From an optimization exercise on the open Yosys and OpenROAD flow, aimed at small area and a short achievable clock period; shortcuts taken in it are not production practice. RTL that was checked went through simulation tests only; none was proved equivalent to the original.

==> inputs of run E <==
==> flow/design.v (excerpt) <==
module final_log(clk, reset, base, in_data, out_data);
    input clk, reset;
    input [1:0] base;
    input [31:0] in_data;
    output reg [31:0] out_data;
    function [20:0] tn0;
        input [1:0] b;
        input [2:0] d;    
        begin
            case ({b[1], b[1] ? 1'b0 : b[0], d})
                5'b00000: tn0 = 21'h1fffff;
                5'b00001: tn0 = 21'h1d2eba;
                5'b00010: tn0 = 21'h1e730d;
                5'b00011: tn0 = 21'h1ba1c8;
                5'b00100: tn0 = 21'h1f2e7a;
                5'b00101: tn0 = 21'h1c5d35;
                5'b00110: tn0 = 21'h1da188;
                5'b00111: tn0 = 21'h1ad043;
                5'b01000: tn0 = 21'h1fffff;
                5'b01001: tn0 = 21'h198336;
                5'b01010: tn0 = 21'h1c6e00;
                5'b01011: tn0 = 21'h15f137;
                5'b01100: tn0 = 21'h1e1d8f;
                5'b01101: tn0 = 21'h17a0c6;
  ...
==> flow/config.mk <==
export PLATFORM = sky130hd
export DESIGN_NAME = final_log
export DESIGN_NICKNAME = final_log
export VERILOG_FILES = /design/flow/design.v
export SDC_FILE = /design/flow/constraint.sdc
export NUM_CORES = 4
export LEC_CHECK = 0
export ABC_AREA = 1
export CAP_MARGIN = 20
export CORE_MARGIN = 2
export CORE_UTILIZATION = 40
export CTS_BUF_LIST = sky130_fd_sc_hd__clkbuf_8
export CTS_CLUSTER_DIAMETER = 200
export CTS_CLUSTER_SIZE = 30
export SLEW_MARGIN = 20
==> flow/constraint.sdc <==
create_clock -name core_clock -period 60.0 [get_ports {clk}]
set_input_delay 12.0000 -clock core_clock [delete_from_list [all_inputs] [get_ports {clk}]]
set_output_delay 12.0000 -clock core_clock [all_outputs]
set_load 0.01 [all_outputs]
standard.sh (not shown) runs the stock make flow with config.mk's settings and CLKGATE_MAP_FILE= SYNTH_SCRIPT=/design/flow/synth_recipe.tcl, a recipe that flattens the netlist after the stock synthesis.
==> flow/flow/run.sh <==
#!/bin/bash
set -euo pipefail
bash standard.sh SETUP_SLACK_MARGIN=37 "BUFFER_PORTS_ARGS=-buffer_cell sky130_fd_sc_hd__buf_1" SKIP_GATE_CLONING=1 finish > run.log 2>&1
==> inputs of run D, as changes to run E <==
--- a/flow/design.v
+++ b/flow/design.v
@@ -1723,19 +1723,19 @@
     wire w7_9 = x6_383;
     wire w7_10 = x6_384;
     wire w7_11 = x6_385;
     wire w7_12 = x6_386;
     wire w7_13 = x6_387;
     wire w7_14 = x6_388;
     wire w7_15 = x6_389;
-    wire c7 = w7_0 & w7_1 & w7_2;    
     wire [23:0] yc = cst(bq, eq);
     wire [20:0] yt0 = tn0(bq, {dq[2], dq[1], dq[0]});
     wire [17:0] yt1 = tn1(bq, {dq[4], dq[3]});
     wire [15:0] yt2 = tn2(bq, {d7, d6});
+    wire c7 = w7_0 & w7_1 & w7_2;    
     wire y_0 = yc[0] ^ yt0[0];
     wire y_1 = y_0 ^ yt1[0];
     wire y_2 = (yc[0] & yt0[0]) | (yc[0] & yt1[0]) | (yt0[0] & yt1[0]);
     wire y_3 = yc[1] ^ yt0[1];
     wire y_4 = y_3 ^ yt1[1];
     wire y_5 = (yc[1] & yt0[1]) | (yc[1] & yt1[1]) | (yt0[1] & yt1[1]);
     wire y_6 = yc[2] ^ yt0[2];
@@ -2103,11 +2103,15 @@
     reg [4:0] cnt;
     integer i;
     always @(*) begin
         cnt = 5'd24;
         for (i = 0; i < 24; i = i + 1)
             if (y[i]) cnt = 5'd23 - i;
     end
-    wire [23:0] ys = y << cnt;
+    wire [23:0] ys16 = cnt[4] ? {y[7:0], 16'd0} : y;
+    wire [23:0] ys8 = cnt[3] ? {ys16[15:0], 8'd0} : ys16;
+    wire [23:0] ys4 = cnt[2] ? {ys8[19:0], 4'd0} : ys8;
+    wire [23:0] ys2 = cnt[1] ? {ys4[21:0], 2'd0} : ys4;
+    wire [23:0] ys = cnt[0] ? {ys2[22:0], 1'd0} : ys2;
     wire [7:0] expo = (8'd130 - {3'd0, cnt}) & {8{eq != 4'd9}};    
     always @(*) out_data = invq ? 32'hffffffff : {1'b0, expo, ys[22:3], 3'b0};
 endmodule
==> summary.txt <==
| metric | run D | run E |
|---|---|---|
| Run status | no timing/DRC/antenna violations | no timing/DRC/antenna violations |
| Worst Setup SP | in_data[3] | in_data[2] |
| Fraction of layout cells with a size suffix above 1 | 8.25% | 7.54% |
| Xor and xnor area share after synthesis | 3.28% | 3.23% |
| Post-Syn Nets | 2,247 | 2,277 |
| Overall routing resource usage | 20.2% | 20.2% |
| Floorplan die height | 186 um | 186 um |
| Upper clock frequency limit | 44.5 MHz | 44.7 MHz |
| Arithmetic-cell share of the synthesized area counting full adders, half adders and majority gates | 42.2% | 42.1% |
| Worst-path fanout max | 15 | 11 |
| Die area | 34,600 sq um | 34,700 sq um |
| Utilization after layout | 44.6% | 45.0% |
| Area of combinational cells with multiple inputs | 11,100 sq um | 11,100 sq um |
| End point of the critical path | wq[8] | wq[5] |
| Initial DRC count | 518 | 706 |
| Post-DP HPWL | 28.8 mm | 29.5 mm |
Function not checked in run D: the RTL went through the layout flow alone.

==> inputs of raven <==
Another version of the RTL of final_log (not shown whole).
==> flow/config.mk <==
export PLATFORM = sky130hd
export DESIGN_NAME = final_log
export DESIGN_NICKNAME = final_log
export VERILOG_FILES = /design/flow/design.v
export SDC_FILE = /design/flow/constraint.sdc
export NUM_CORES = 4
export LEC_CHECK = 0
export ABC_AREA = 1
export CAP_MARGIN = 20
export CORE_MARGIN = 2
export CORE_UTILIZATION = 40
export CTS_BUF_LIST = sky130_fd_sc_hd__clkbuf_8
export CTS_CLUSTER_DIAMETER = 200
export CTS_CLUSTER_SIZE = 30
export SLEW_MARGIN = 20
==> flow/constraint.sdc <==
create_clock -name core_clock -period 60.0 [get_ports {clk}]
set_input_delay 12.0000 -clock core_clock [delete_from_list [all_inputs] [get_ports {clk}]]
set_output_delay 12.0000 -clock core_clock [all_outputs]
set_load 0.01 [all_outputs]
==> flow/flow/run.sh <==
#!/bin/bash
set -euo pipefail
bash standard.sh SETUP_SLACK_MARGIN=36 "BUFFER_PORTS_ARGS=-buffer_cell sky130_fd_sc_hd__buf_1" SKIP_GATE_CLONING=1 finish > run.log 2>&1
==> zinc: changes against raven <==
--- a/flow/design.v
+++ b/flow/design.v
@@ -2103,15 +2103,11 @@
     reg [4:0] cnt;
     integer i;
     always @(*) begin
         cnt = 5'd24;
         for (i = 0; i < 24; i = i + 1)
             if (y[i]) cnt = 5'd23 - i;
     end
-    wire [23:0] ys16 = cnt[4] ? {y[7:0], 16'd0} : y;
-    wire [23:0] ys8 = cnt[3] ? {ys16[15:0], 8'd0} : ys16;
-    wire [23:0] ys4 = cnt[2] ? {ys8[19:0], 4'd0} : ys8;
-    wire [23:0] ys2 = cnt[1] ? {ys4[21:0], 2'd0} : ys4;
-    wire [23:0] ys = cnt[0] ? {ys2[22:0], 1'd0} : ys2;
+    wire [23:0] ys = y << cnt;
     wire [7:0] expo = (8'd130 - {3'd0, cnt}) & {8{eq != 4'd9}};    
     always @(*) out_data = invq ? 32'hffffffff : {1'b0, expo, ys[22:3], 3'b0};
 endmodule
==> flow/flow/run.sh (replaced) <==
#!/bin/bash
set -euo pipefail
bash standard.sh SETUP_SLACK_MARGIN=38 "BUFFER_PORTS_ARGS=-buffer_cell sky130_fd_sc_hd__buf_1" SKIP_GATE_CLONING=1 finish > run.log 2>&1
==> summary.txt <==
Final clock period utilization by the worst path: zinc 0.3650; raven 0.3815
Overall routed net length: zinc 37710 um; raven 33780 um
Share of final-layout standard cells stronger than drive strength 1: zinc 0.1588; raven 0.04705
Remaining max-slew budget at the tightest pin: zinc 0.4734; raven 0.4318
Detail-routed via count per cell: zinc 5.142; raven 5.098
Routed wirelength normalized by instance count: zinc 15.31 um; raven 14.34 um
Area of all placed cells without fillers: zinc 0.01589 mm2; raven 0.01411 mm2
Last element of the critical path: zinc wq[14]; raven wq[0]
Outcome: zinc complete, no violations; raven complete, no violations
WL met2: zinc 19530 um; raven 17150 um
Pre-Repair DR Iteration Count: zinc 6; raven 5
No functional check of the RTL was part of raven.

==> inputs of trial 21 <==
final_log with an RTL version that a note above also has.
==> flow/config.mk <==
export PLATFORM = sky130hd
export DESIGN_NAME = final_log
export DESIGN_NICKNAME = final_log
export VERILOG_FILES = /design/flow/design.v
export SDC_FILE = /design/flow/constraint.sdc
export NUM_CORES = 4
export LEC_CHECK = 0
export ABC_AREA = 1
export CAP_MARGIN = 20
export CORE_MARGIN = 2
export CORE_UTILIZATION = 40
export CTS_BUF_LIST = sky130_fd_sc_hd__clkbuf_8
export CTS_CLUSTER_DIAMETER = 200
export CTS_CLUSTER_SIZE = 30
export SLEW_MARGIN = 20
==> flow/constraint.sdc <==
create_clock -name core_clock -period 60.0 [get_ports {clk}]
set_input_delay 12.0000 -clock core_clock [delete_from_list [all_inputs] [get_ports {clk}]]
set_output_delay 12.0000 -clock core_clock [all_outputs]
set_load 0.01 [all_outputs]
==> flow/flow/run.sh <==
#!/bin/bash
set -euo pipefail
bash standard.sh SETUP_SLACK_MARGIN=35 "BUFFER_PORTS_ARGS=-buffer_cell sky130_fd_sc_hd__buf_1" SKIP_GATE_CLONING=1 finish > run.log 2>&1
==> inputs of trial 64, as changes to trial 21 <==
--- a/flow/design.v
+++ b/flow/design.v
@@ -1723,19 +1723,19 @@
     wire w7_9 = x6_383;
     wire w7_10 = x6_384;
     wire w7_11 = x6_385;
     wire w7_12 = x6_386;
     wire w7_13 = x6_387;
     wire w7_14 = x6_388;
     wire w7_15 = x6_389;
+    wire c7 = w7_0 & w7_1 & w7_2;    
     wire [23:0] yc = cst(bq, eq);
     wire [20:0] yt0 = tn0(bq, {dq[2], dq[1], dq[0]});
     wire [17:0] yt1 = tn1(bq, {dq[4], dq[3]});
     wire [15:0] yt2 = tn2(bq, {d7, d6});
-    wire c7 = w7_0 & w7_1 & w7_2;    
     wire y_0 = yc[0] ^ yt0[0];
     wire y_1 = y_0 ^ yt1[0];
     wire y_2 = (yc[0] & yt0[0]) | (yc[0] & yt1[0]) | (yt0[0] & yt1[0]);
     wire y_3 = yc[1] ^ yt0[1];
     wire y_4 = y_3 ^ yt1[1];
     wire y_5 = (yc[1] & yt0[1]) | (yc[1] & yt1[1]) | (yt0[1] & yt1[1]);
     wire y_6 = yc[2] ^ yt0[2];
@@ -2103,15 +2103,11 @@
     reg [4:0] cnt;
     integer i;
     always @(*) begin
         cnt = 5'd24;
         for (i = 0; i < 24; i = i + 1)
             if (y[i]) cnt = 5'd23 - i;
     end
-    wire [23:0] ys16 = cnt[4] ? {y[7:0], 16'd0} : y;
-    wire [23:0] ys8 = cnt[3] ? {ys16[15:0], 8'd0} : ys16;
-    wire [23:0] ys4 = cnt[2] ? {ys8[19:0], 4'd0} : ys8;
-    wire [23:0] ys2 = cnt[1] ? {ys4[21:0], 2'd0} : ys4;
-    wire [23:0] ys = cnt[0] ? {ys2[22:0], 1'd0} : ys2;
+    wire [23:0] ys = y << cnt;
     wire [7:0] expo = (8'd130 - {3'd0, cnt}) & {8{eq != 4'd9}};    
     always @(*) out_data = invq ? 32'hffffffff : {1'b0, expo, ys[22:3], 3'b0};
 endmodule
==> flow/flow/run.sh (replaced) <==
#!/bin/bash
set -euo pipefail
bash standard.sh SETUP_SLACK_MARGIN=36 "BUFFER_PORTS_ARGS=-buffer_cell sky130_fd_sc_hd__buf_1" SKIP_GATE_CLONING=1 finish > run.log 2>&1
==> flow_metrics.tcl <==
set metrics [dict create \
    outcome "no timing/DRC/antenna violations" \
    grt_use_total 0.201 \
    tightestPinTransition_ns 0.850 \
    netlist_top_cells_count "nand2_1 (431), inv_1 (402), fa_1 (181)" \
    met3WireLength_um 1230 \
    ys_types 62 \
    place_congestion 0.946 \
    buf_share 0.0215 \
    first_pass_iters 7 \
    critPathBufInv 11 \
    dpl.hpwl_um 28800 \
    path_clk_slew_ns 0.08 \
    crit_start "in_data[6]" \
    wl_met2_um 17100 \
]
The numbers above come from trial 21.

==> flow_metrics.tcl <==
set metrics [dict create \
    dpl.hpwl_um 29500 \
    synth_compound_area_frac 0.116 \
    synth_ff_type "dfrtp_1" \
    met3WireLength_um 1190 \
    netlist_top_cells_count "nand2_1 (422), inv_1 (404), fa_1 (181)" \
    wl_met2_um 17600 \
    place_congestion 0.908 \
    outcome "no timing/DRC/antenna violations" \
    path_clk_slew_ns 0.07 \
    buf_share 0.0238 \
    grt_use_total 0.199 \
    crit_start "in_data[15]" \
    ys_types 57 \
    async_reset_ff_frac 1.00 \
]
The numbers above come from trial 64.

The RTL of trial 21 was laid out without a check of its function.

## afterwards: timing with drivers on the ports
In the flow no input, the clock included, has a driving cell. The finished layouts below were timed again as built, in two steps.
Step 1: set_driving_cell puts a clkbuf_16 on clk and a buf_2 on each other input, an assumption about the parent block.
Step 2 times the ports against the registers' clock, not the clock port: input delays grow and output delays shrink by t, the midpoint of the rising clock arrivals with the driver on.
Three values: ideal ports, drivers, drivers and shift; two values: the first two.
run	shift t [ns]	setup WS [ns]	clock arrival spread, ns	worst register clock-pin slew, ns
run E	0.339	37.627 / 37.643 / 37.305	0.015 / 0.015	0.08 / 0.08
run D	0.331	37.540 / 37.549 / 37.219	0.017 / 0.017	0.08 / 0.08
raven	0.330	37.110 / 37.118 / 36.789	0.015 / 0.015	0.08 / 0.08
zinc	0.338	38.099 / 38.084 / 37.747	0.021 / 0.021	0.08 / 0.08
trial 21	0.330	36.155 / 36.166 / 35.836	0.015 / 0.015	0.08 / 0.08
trial 64	0.338	36.882 / 36.868 / 36.534	0.014 / 0.015	0.08 / 0.08
After both steps setup and hold are still met in every run listed. For zinc, which loses most, drivers alone change the setup slack by -0.015 ns; drivers and shift together by -0.352 ns.
